Background: an optimization exercise with open tools, aiming at small area, a short achievable clock period and few clock cycles. Do not read the settings as production practice. Where RTL was checked, it was by simulation tests only, not by an equivalence proof against the original. Power is estimated from default activity; no workload was simulated.

Setup of rev 12:
==> flow/design.v (excerpt) <==
module divider(
	input wire [31:0] dividend,
	input wire [31:0] divisor,
	input clk,
	input rst,
	input start,
	output wire [31:0] quotient,
	output wire [31:0] remainder,
	output wire busy,
	output wire done
);
Size in the first run: about 99 flip-flops, about 130 I/O pins, roughly 9100 um^2 of cells after synthesis.
==> flow/config.mk <==
export PLATFORM = sky130hd
export DESIGN_NAME = divider
export DESIGN_NICKNAME = divider
export VERILOG_FILES = /design/flow/design.v
export SDC_FILE = /design/flow/constraint.sdc
export NUM_CORES = 4
export LEC_CHECK = 0
export CAP_MARGIN = 20
export CORE_MARGIN = 2
export CORE_UTILIZATION = 40
export PLACE_DENSITY = 0.6
export SETUP_SLACK_MARGIN = 2.5
export SLEW_MARGIN = 20
==> flow/constraint.sdc <==
create_clock -name core_clock -period 8.0 [get_ports {clk}]
set_input_delay 1.6000 -clock core_clock [delete_from_list [all_inputs] [get_ports {clk}]]
set_output_delay 1.6000 -clock core_clock [all_outputs]
set_load 0.01 [all_outputs]
standard.sh (not shown) runs the stock make flow with config.mk's settings and CLKGATE_MAP_FILE= SYNTH_SCRIPT=/design/flow/synth_recipe.tcl, a recipe that flattens the netlist after the stock synthesis.
==> flow/flow/run.sh <==
#!/bin/bash
set -euo pipefail
export BUFFER_PORTS_ARGS="-buffer_cell sky130_fd_sc_hd__buf_1"
bash standard.sh > standard_flow.log 2>&1
Testbench counts of rev 12, summed over its fixed seeds: cycles 5,255.
[inputs] rev 13 vs rev 12
--- a/flow/design.v
+++ b/flow/design.v
@@ -6,18 +6,19 @@
 	input start,
 	output wire [31:0] quotient,
 	output wire [31:0] remainder,
 	output wire busy,
 	output wire done
 );
 	reg [31:0] q;
 	reg [31:0] r;
 	reg [32:0] d;
+	reg [3:0] cnt;
 	reg running;
 	reg done_r;
 	assign quotient = q;
 	assign remainder = r;
 	assign busy = running;
 	assign done = done_r;
 	function [5:0] lzc;
 		input [31:0] x;
 		reg [15:0] v1; reg [15:0] c1;
@@ -332,37 +333,36 @@
 	wire sb_G5_28 = sb_G4_28 | (sb_P4_28 & sb_G4_15);
 	wire sb_G5_29 = sb_G4_29 | (sb_P4_29 & sb_G4_15);
 	wire sb_G5_30 = sb_G4_30 | (sb_P4_30 & sb_G4_15);
 	wire sb_G5_31 = sb_G4_31 | (sb_P4_31 & sb_G4_15);
 	wire [31:0] sb_cv = {sb_G5_30, sb_G5_29, sb_G5_28, sb_G5_27, sb_G5_26, sb_G5_25, sb_G5_24, sb_G5_23, sb_G5_22, sb_G5_21, sb_G5_20, sb_G5_19, sb_G5_18, sb_G5_17, sb_G5_16, sb_G4_15, sb_G4_14, sb_G4_13, sb_G4_12, sb_G4_11, sb_G4_10, sb_G4_9, sb_G4_8, sb_G3_7, sb_G3_6, sb_G3_5, sb_G3_4, sb_G2_3, sb_G2_2, sb_G1_1, sb_G0_0, 1'b1};
 	wire [31:0] sb_d = sb_p ^ sb_cv;
 	wire sb_c = sb_G5_31;
 	wire ge2 = sb_c;
 	wire [31:0] r2 = ge2 ? sb_d : r1;
-	always @(posedge clk)
-		d <= running ? d >> 2 : s4;
-	wire trivial = b_zero | b_one | a_less;
-	wire [31:0] mark = 32'h40000000 >> {sh[4:1], 1'b0};
-	wire acc = ~running & start;
-	wire hold = ~running & ~start;
 	always @(posedge clk) begin
-		r <= ({32{acc}} & dividend & {32{~b_one}}) | ({32{running}} & r2) | ({32{hold}} & r);
-		q <= ({32{acc}} & ({32{b_zero}} | (dividend & {32{b_one}}) | (mark & {32{~trivial}})))
-			| ({32{running}} & {q[29:0], ge1, ge2}) | ({32{hold}} & q);
+		d <= running ? d >> 2 : s4;
+		cnt <= running ? cnt - 4'd1 : sh[4:1];
 	end
 	always @(posedge clk) begin
 		if (rst) begin
 			running <= 1'b0;
 			done_r <= 1'b0;
 		end
 		else if (!running) begin
 			if (start) begin
-				running <= ~trivial;
-				done_r <= trivial;
+				r <= dividend & {32{~b_one}};
+				q <= {32{b_zero}} | (dividend & {32{b_one}});
+				running <= ~(b_zero | b_one | a_less);
+				done_r <= b_zero | b_one | a_less;
 			end
 		end
-		else if (q[30]) begin
-			running <= 1'b0;
-			done_r <= 1'b1;
+		else begin
+			r <= r2;
+			q <= {q[29:0], ge1, ge2};
+			if (cnt == 4'd0) begin
+				running <= 1'b0;
+				done_r <= 1'b1;
+			end
 		end
 	end
 endmodule
[summary]
- Post-CTS setup buffer count: rev 12 and rev 13 compared, lower one is rev 12
- Non-clock buffer count was higher in the run labelled rev 13.
- The lower global-route usage of rev 12 and rev 13 is in rev 13.
- The area inside the core boundary reported for rev 13 is greater than that of rev 12 by about 4.6%.
- Rev 13 vs. rev 12: area added between synthesis and finish went up by 4.2 points.
- The final worst setup slack in rev 13 was lower than what rev 12 gave.
- Max areal power density over the cells across rev 12 and rev 13: rev 12
- Going from rev 12 to rev 13, multiplexer fraction of the synthesized cell area shrinks by 1.1 points.
- Every stage of the flow completed for rev 13, and the final layout passed the timing, DRC and antenna checks.
- Rev 12 was carried through to the last stage, and its layout satisfied the timing, DRC and antenna checks.
- Rev 13: worst slew margin relative to its limit lower than rev 12
- Going from rev 12 to rev 13, clock skew flat; combinational power share down 6.5 points; internal power consumption down 0.47 mW.
Testbench counts of rev 13, summed over its fixed seeds: cycles 5,255.

* * *

Setup of sierra:
divider, a different RTL version from the one above (not shown whole).
Size: about 1100 cells after synthesis, roughly 9500 µm² of cells after synthesis.
==> flow/config.mk <==
export PLATFORM = sky130hd
export DESIGN_NAME = divider
export DESIGN_NICKNAME = divider
export VERILOG_FILES = /design/flow/design.v
export SDC_FILE = /design/flow/constraint.sdc
export NUM_CORES = 4
export LEC_CHECK = 0
export CAP_MARGIN = 20
export CORE_MARGIN = 2
export CORE_UTILIZATION = 40
export PLACE_DENSITY = 0.6
export SETUP_SLACK_MARGIN = 2.5
export SLEW_MARGIN = 20
==> flow/constraint.sdc <==
create_clock -name core_clock -period 8.0 [get_ports {clk}]
set_input_delay 1.6000 -clock core_clock [delete_from_list [all_inputs] [get_ports {clk}]]
set_output_delay 1.6000 -clock core_clock [all_outputs]
set_load 0.01 [all_outputs]
Scripts as last shown in full above: flow/flow/run.sh
Testbench counts of sierra, summed over its fixed seeds: cycles 5,255.
diff inputs: sierra => juniper
--- a/flow/design.v
+++ b/flow/design.v
@@ -50,23 +50,22 @@
 	endfunction
 	wire [5:0] za = lzc(dividend);
 	wire [5:0] zb = lzc(divisor);
 	wire b_zero = (divisor == 32'd0);
 	wire b_one = (divisor == 32'd1);
 	wire a_less = (za > zb);              
 	wire [4:0] sh = zb[4:0] - za[4:0];    
 	wire [32:0] s0 = {divisor, 1'b0};
 	wire [32:0] s1 = sh[1] ? {s0[30:0], 2'b0} : s0;
 	wire [32:0] s2 = sh[2] ? {s1[28:0], 4'b0} : s1;
 	wire [32:0] s3 = sh[3] ? {s2[24:0], 8'b0} : s2;
-	wire [32:0] s4 = sh[4] ? {s3[16:0], 16'b0} : s3;
 	wire [32:0] sa_x = {1'b0, r};
 	wire [32:0] sa_y = ~(d);
 	wire [32:0] sa_p = sa_x ^ sa_y;
 	wire [32:0] sa_g0 = sa_x & sa_y;
 	wire sa_G0_0 = sa_g0[0] | (sa_p[0] & 1'b1);
 	wire sa_G1_1 = sa_g0[1] | (sa_p[1] & sa_G0_0);
 	wire sa_G1_3 = sa_g0[3] | (sa_p[3] & sa_g0[2]);
 	wire sa_P1_3 = sa_p[3] & sa_p[2];
 	wire sa_G1_5 = sa_g0[5] | (sa_p[5] & sa_g0[4]);
 	wire sa_P1_5 = sa_p[5] & sa_p[4];
 	wire sa_G1_7 = sa_g0[7] | (sa_p[7] & sa_g0[6]);
@@ -331,37 +330,40 @@
 	wire sb_G5_27 = sb_G4_27 | (sb_P4_27 & sb_G4_15);
 	wire sb_G5_28 = sb_G4_28 | (sb_P4_28 & sb_G4_15);
 	wire sb_G5_29 = sb_G4_29 | (sb_P4_29 & sb_G4_15);
 	wire sb_G5_30 = sb_G4_30 | (sb_P4_30 & sb_G4_15);
 	wire sb_G5_31 = sb_G4_31 | (sb_P4_31 & sb_G4_15);
 	wire [31:0] sb_cv = {sb_G5_30, sb_G5_29, sb_G5_28, sb_G5_27, sb_G5_26, sb_G5_25, sb_G5_24, sb_G5_23, sb_G5_22, sb_G5_21, sb_G5_20, sb_G5_19, sb_G5_18, sb_G5_17, sb_G5_16, sb_G4_15, sb_G4_14, sb_G4_13, sb_G4_12, sb_G4_11, sb_G4_10, sb_G4_9, sb_G4_8, sb_G3_7, sb_G3_6, sb_G3_5, sb_G3_4, sb_G2_3, sb_G2_2, sb_G1_1, sb_G0_0, 1'b1};
 	wire [31:0] sb_d = sb_p ^ sb_cv;
 	wire sb_c = sb_G5_31;
 	wire ge2 = sb_c;
 	wire [31:0] r2 = ge2 ? sb_d : r1;
 	always @(posedge clk)
-		d <= running ? d >> 2 : s4;
+		d <= ({33{running}} & (d >> 2))
+			| ({33{~running & sh[4]}} & {s3[16:0], 16'b0})
+			| ({33{~running & ~sh[4]}} & s3);
 	wire trivial = b_zero | b_one | a_less;
 	wire [31:0] mark = 32'h40000000 >> {sh[4:1], 1'b0};
+	wire acc = ~running & start;
+	wire hold = ~running & ~start;
+	always @(posedge clk) begin
+		r <= ({32{acc}} & dividend & {32{~b_one}}) | ({32{running}} & r2) | ({32{hold}} & r);
+		q <= ({32{acc}} & ({32{b_zero}} | (dividend & {32{b_one}}) | (mark & {32{~trivial}})))
+			| ({32{running}} & {q[29:0], ge1, ge2}) | ({32{hold}} & q);
+	end
 	always @(posedge clk) begin
 		if (rst) begin
 			running <= 1'b0;
 			done_r <= 1'b0;
 		end
 		else if (!running) begin
 			if (start) begin
-				r <= dividend & {32{~b_one}};
-				q <= {32{b_zero}} | (dividend & {32{b_one}}) | (mark & {32{~trivial}});
 				running <= ~trivial;
 				done_r <= trivial;
 			end
 		end
-		else begin
-			r <= r2;
-			q <= {q[29:0], ge1, ge2};
-			if (q[30]) begin
-				running <= 1'b0;
-				done_r <= 1'b1;
-			end
+		else if (q[30]) begin
+			running <= 1'b0;
+			done_r <= 1'b1;
 		end
 	end
 endmodule
### Flow results
juniper: flow completed, timing, DRC and antenna clean
Comparing juniper and sierra, the lower register-to-register slack is on juniper.
Compared with sierra, juniper shows final critical-path required period higher by 0.039 ns.
Total power of juniper is higher than that of sierra.
[compare] base=sierra new=juniper: post-route worst setup slack has decreased; utilization has decreased; clock tree cell share of total cell area has increased; final area has decreased; global router's overall resource usage has decreased.
Only the layout flow was run in juniper; the RTL was not checked for function there.

* * *

RTL: one of the versions met above, not the one the previous note started from.
Size in the first run: about 100 flip-flops.
==> flow/config.mk <==
export PLATFORM = sky130hd
export DESIGN_NAME = divider
export DESIGN_NICKNAME = divider
export VERILOG_FILES = /design/flow/design.v
export SDC_FILE = /design/flow/constraint.sdc
export NUM_CORES = 4
export LEC_CHECK = 0
export CAP_MARGIN = 20
export CORE_MARGIN = 2
export CORE_UTILIZATION = 40
export PLACE_DENSITY = 0.6
export SETUP_SLACK_MARGIN = 2
export SLEW_MARGIN = 20
==> flow/constraint.sdc <==
create_clock -name core_clock -period 8.0 [get_ports {clk}]
set_input_delay 1.6000 -clock core_clock [delete_from_list [all_inputs] [get_ports {clk}]]
set_output_delay 1.6000 -clock core_clock [all_outputs]
set_load 0.01 [all_outputs]
Scripts as last shown in full above: flow/flow/run.sh
Testbench counts at the start, summed over its fixed seeds: cycles 5,255.
Next try:
--- a/flow/design.v
+++ b/flow/design.v
@@ -8,15 +8,14 @@
 	output wire [31:0] remainder,
 	output wire busy,
 	output wire done
 );
 	reg [31:0] q;
 	reg [31:0] r;
 	reg [32:0] d;
-	reg [3:0] cnt;
 	reg running;
 	reg done_r;
 	assign quotient = q;
 	assign remainder = r;
 	assign busy = running;
 	assign done = done_r;
 	function [5:0] lzc;
@@ -335,34 +334,35 @@
 	wire sb_G5_30 = sb_G4_30 | (sb_P4_30 & sb_G4_15);
 	wire sb_G5_31 = sb_G4_31 | (sb_P4_31 & sb_G4_15);
 	wire [31:0] sb_cv = {sb_G5_30, sb_G5_29, sb_G5_28, sb_G5_27, sb_G5_26, sb_G5_25, sb_G5_24, sb_G5_23, sb_G5_22, sb_G5_21, sb_G5_20, sb_G5_19, sb_G5_18, sb_G5_17, sb_G5_16, sb_G4_15, sb_G4_14, sb_G4_13, sb_G4_12, sb_G4_11, sb_G4_10, sb_G4_9, sb_G4_8, sb_G3_7, sb_G3_6, sb_G3_5, sb_G3_4, sb_G2_3, sb_G2_2, sb_G1_1, sb_G0_0, 1'b1};
 	wire [31:0] sb_d = sb_p ^ sb_cv;
 	wire sb_c = sb_G5_31;
 	wire ge2 = sb_c;
 	wire [31:0] r2 = ge2 ? sb_d : r1;
-	always @(posedge clk) begin
+	always @(posedge clk)
 		d <= running ? d >> 2 : s4;
-		cnt <= running ? cnt - 4'd1 : sh[4:1];
+	wire trivial = b_zero | b_one | a_less;
+	wire [31:0] mark = 32'h40000000 >> {sh[4:1], 1'b0};
+	wire acc = ~running & start;
+	wire hold = ~running & ~start;
+	always @(posedge clk) begin
+		r <= ({32{acc}} & dividend & {32{~b_one}}) | ({32{running}} & r2) | ({32{hold}} & r);
+		q <= ({32{acc}} & ({32{b_zero}} | (dividend & {32{b_one}}) | (mark & {32{~trivial}})))
+			| ({32{running}} & {q[29:0], ge1, ge2}) | ({32{hold}} & q);
 	end
 	always @(posedge clk) begin
 		if (rst) begin
 			running <= 1'b0;
 			done_r <= 1'b0;
 		end
 		else if (!running) begin
 			if (start) begin
-				r <= dividend & {32{~b_one}};
-				q <= {32{b_zero}} | (dividend & {32{b_one}});
-				running <= ~(b_zero | b_one | a_less);
-				done_r <= b_zero | b_one | a_less;
+				running <= ~trivial;
+				done_r <= trivial;
 			end
 		end
-		else begin
-			r <= r2;
-			q <= {q[29:0], ge1, ge2};
-			if (cnt == 4'd0) begin
-				running <= 1'b0;
-				done_r <= 1'b1;
-			end
+		else if (q[30]) begin
+			running <= 1'b0;
+			done_r <= 1'b1;
 		end
 	end
 endmodule
The changed run completed without violations.
Total power grows by 37%.
Worst setup slack improved by 71 ps.
Hold slack improved by 8.5 ps.
Core utilization shrinks by 1.0 points.
Cell count shrinks by 4.2%.
Testbench counts after the change, summed over its fixed seeds: cycles 5,255.

* * *

Setup of the baseline:
divider, a different RTL version from the one above (not shown whole).
Size in the first run: about 1000 cells after synthesis, ~100 flip-flops, roughly 130 I/O pins, roughly 9200 um^2 of cells after synthesis.
// divider
module divider(
	input wire [31:0] dividend,
	input wire [31:0] divisor,
	input clk,
	input rst,
	input start,
	output wire [31:0] quotient,
	output wire [31:0] remainder,
	output wire busy,
	output wire done
);
Settings: LEC_CHECK=0, CAP_MARGIN=20, CORE_MARGIN=2, CORE_UTILIZATION=40, PLACE_DENSITY=0.6, SETUP_SLACK_MARGIN=2, SLEW_MARGIN=20; clock period 8.0 ns.
Scripts as last shown in full above: flow/flow/run.sh
Testbench counts of the baseline, summed over its fixed seeds: cycles 6,289.
#### Input delta (the candidate over the baseline)
--- a/flow/design.v
+++ b/flow/design.v
@@ -331,37 +331,37 @@
 	wire sb_G5_27 = sb_G4_27 | (sb_P4_27 & sb_G4_15);
 	wire sb_G5_28 = sb_G4_28 | (sb_P4_28 & sb_G4_15);
 	wire sb_G5_29 = sb_G4_29 | (sb_P4_29 & sb_G4_15);
 	wire sb_G5_30 = sb_G4_30 | (sb_P4_30 & sb_G4_15);
 	wire sb_G5_31 = sb_G4_31 | (sb_P4_31 & sb_G4_15);
 	wire [31:0] sb_cv = {sb_G5_30, sb_G5_29, sb_G5_28, sb_G5_27, sb_G5_26, sb_G5_25, sb_G5_24, sb_G5_23, sb_G5_22, sb_G5_21, sb_G5_20, sb_G5_19, sb_G5_18, sb_G5_17, sb_G5_16, sb_G4_15, sb_G4_14, sb_G4_13, sb_G4_12, sb_G4_11, sb_G4_10, sb_G4_9, sb_G4_8, sb_G3_7, sb_G3_6, sb_G3_5, sb_G3_4, sb_G2_3, sb_G2_2, sb_G1_1, sb_G0_0, 1'b1};
 	wire [31:0] sb_d = sb_p ^ sb_cv;
 	wire sb_c = sb_G5_31;
 	wire ge2 = sb_c;
 	wire [31:0] r2 = ge2 ? sb_d : r1;
 	always @(posedge clk) begin
-		d <= running ? d >> 2 : s4;
-		cnt <= running ? cnt - 4'd1 : sh[4:1];
-	end
-	always @(posedge clk) begin
 		if (rst) begin
 			running <= 1'b0;
 			done_r <= 1'b0;
 		end
 		else if (!running) begin
 			if (start) begin
 				r <= dividend;
+				d <= s4;
+				cnt <= sh[4:1];
 				q <= {32{b_zero}};
 				running <= ~(b_zero | a_less);
 				done_r <= b_zero | a_less;
 			end
 		end
 		else begin
 			r <= r2;
 			q <= {q[29:0], ge1, ge2};
+			d <= d >> 2;
+			cnt <= cnt - 4'd1;
 			if (cnt == 4'd0) begin
 				running <= 1'b0;
 				done_r <= 1'b1;
 			end
 		end
 	end
 endmodule
--- outcome ---
Changes observed in the candidate relative to the baseline: largest net degree at the start of global routing grew by 19%; count of cell types in the netlist shrank by about 5%; combinational power shrank by 46%; critical path depth shrank by 2; total number of tap cells grew by 34.
The candidate was carried through to the last stage, and its layout satisfied the timing, DRC and antenna checks.
Compared to the baseline, the candidate has multi-input combinational cell count 16 lower.
Only the layout flow was run in the candidate; the RTL was not checked for function there.

[separate check: timing with driven ports]
In the flow no input, the clock included, has a driving cell. The finished layouts below were timed again as built, in two steps.
Step 1 (the two cells are an assumption about what drives the block):
set clk [get_ports {clk}]
set_driving_cell -lib_cell sky130_fd_sc_hd__clkbuf_16 $clk
set_driving_cell -lib_cell sky130_fd_sc_hd__buf_2 [delete_from_list [all_inputs] $clk]
Step 2 moves the port delays by t, midway between the first and last clock arrival at a register: inputs arrive t later, outputs are due t later. That takes back most of the time a late clock gives input paths.
Three values: ideal ports, drivers, drivers and shift; two values: the first two.
run | t, ns | slack for setup (ns) | hold slack, ns | worst slew at a driven data input, ns
rev 12 | 0.404 | 2.692 / 2.695 / 2.313 | 0.470 / 0.470 / 0.470 | 0.04
rev 13 | 0.413 | 2.615 / 2.615 / 2.280 | 0.461 / 0.461 / 0.461 | 0.07
sierra | 0.398 | 2.636 / 2.656 / 2.258 | 0.468 / 0.468 / 0.468 | 0.05
juniper | 0.407 | 2.597 / 2.597 / 2.273 | 0.509 / 0.509 / 0.509 | 0.04
the first run of note 3 | 0.409 | 2.170 / 2.192 / 1.783 | 0.461 / 0.461 / 0.461 | 0.07
the second run of note 3 | 0.405 | 2.242 / 2.267 / 1.861 | 0.469 / 0.469 / 0.469 | 0.04
the baseline | 0.402 | 2.268 / 2.268 / 1.914 | 0.470 / 0.470 / 0.470 | 0.04
the candidate | 0.412 | 2.211 / 2.211 / 1.904 | 0.540 / 0.540 / 0.540 | 0.05
After both steps every run listed still meets setup and hold. The setup slack of the first run of note 3, which loses most, moves by +0.022 ns with the drivers and by -0.387 ns with both steps.
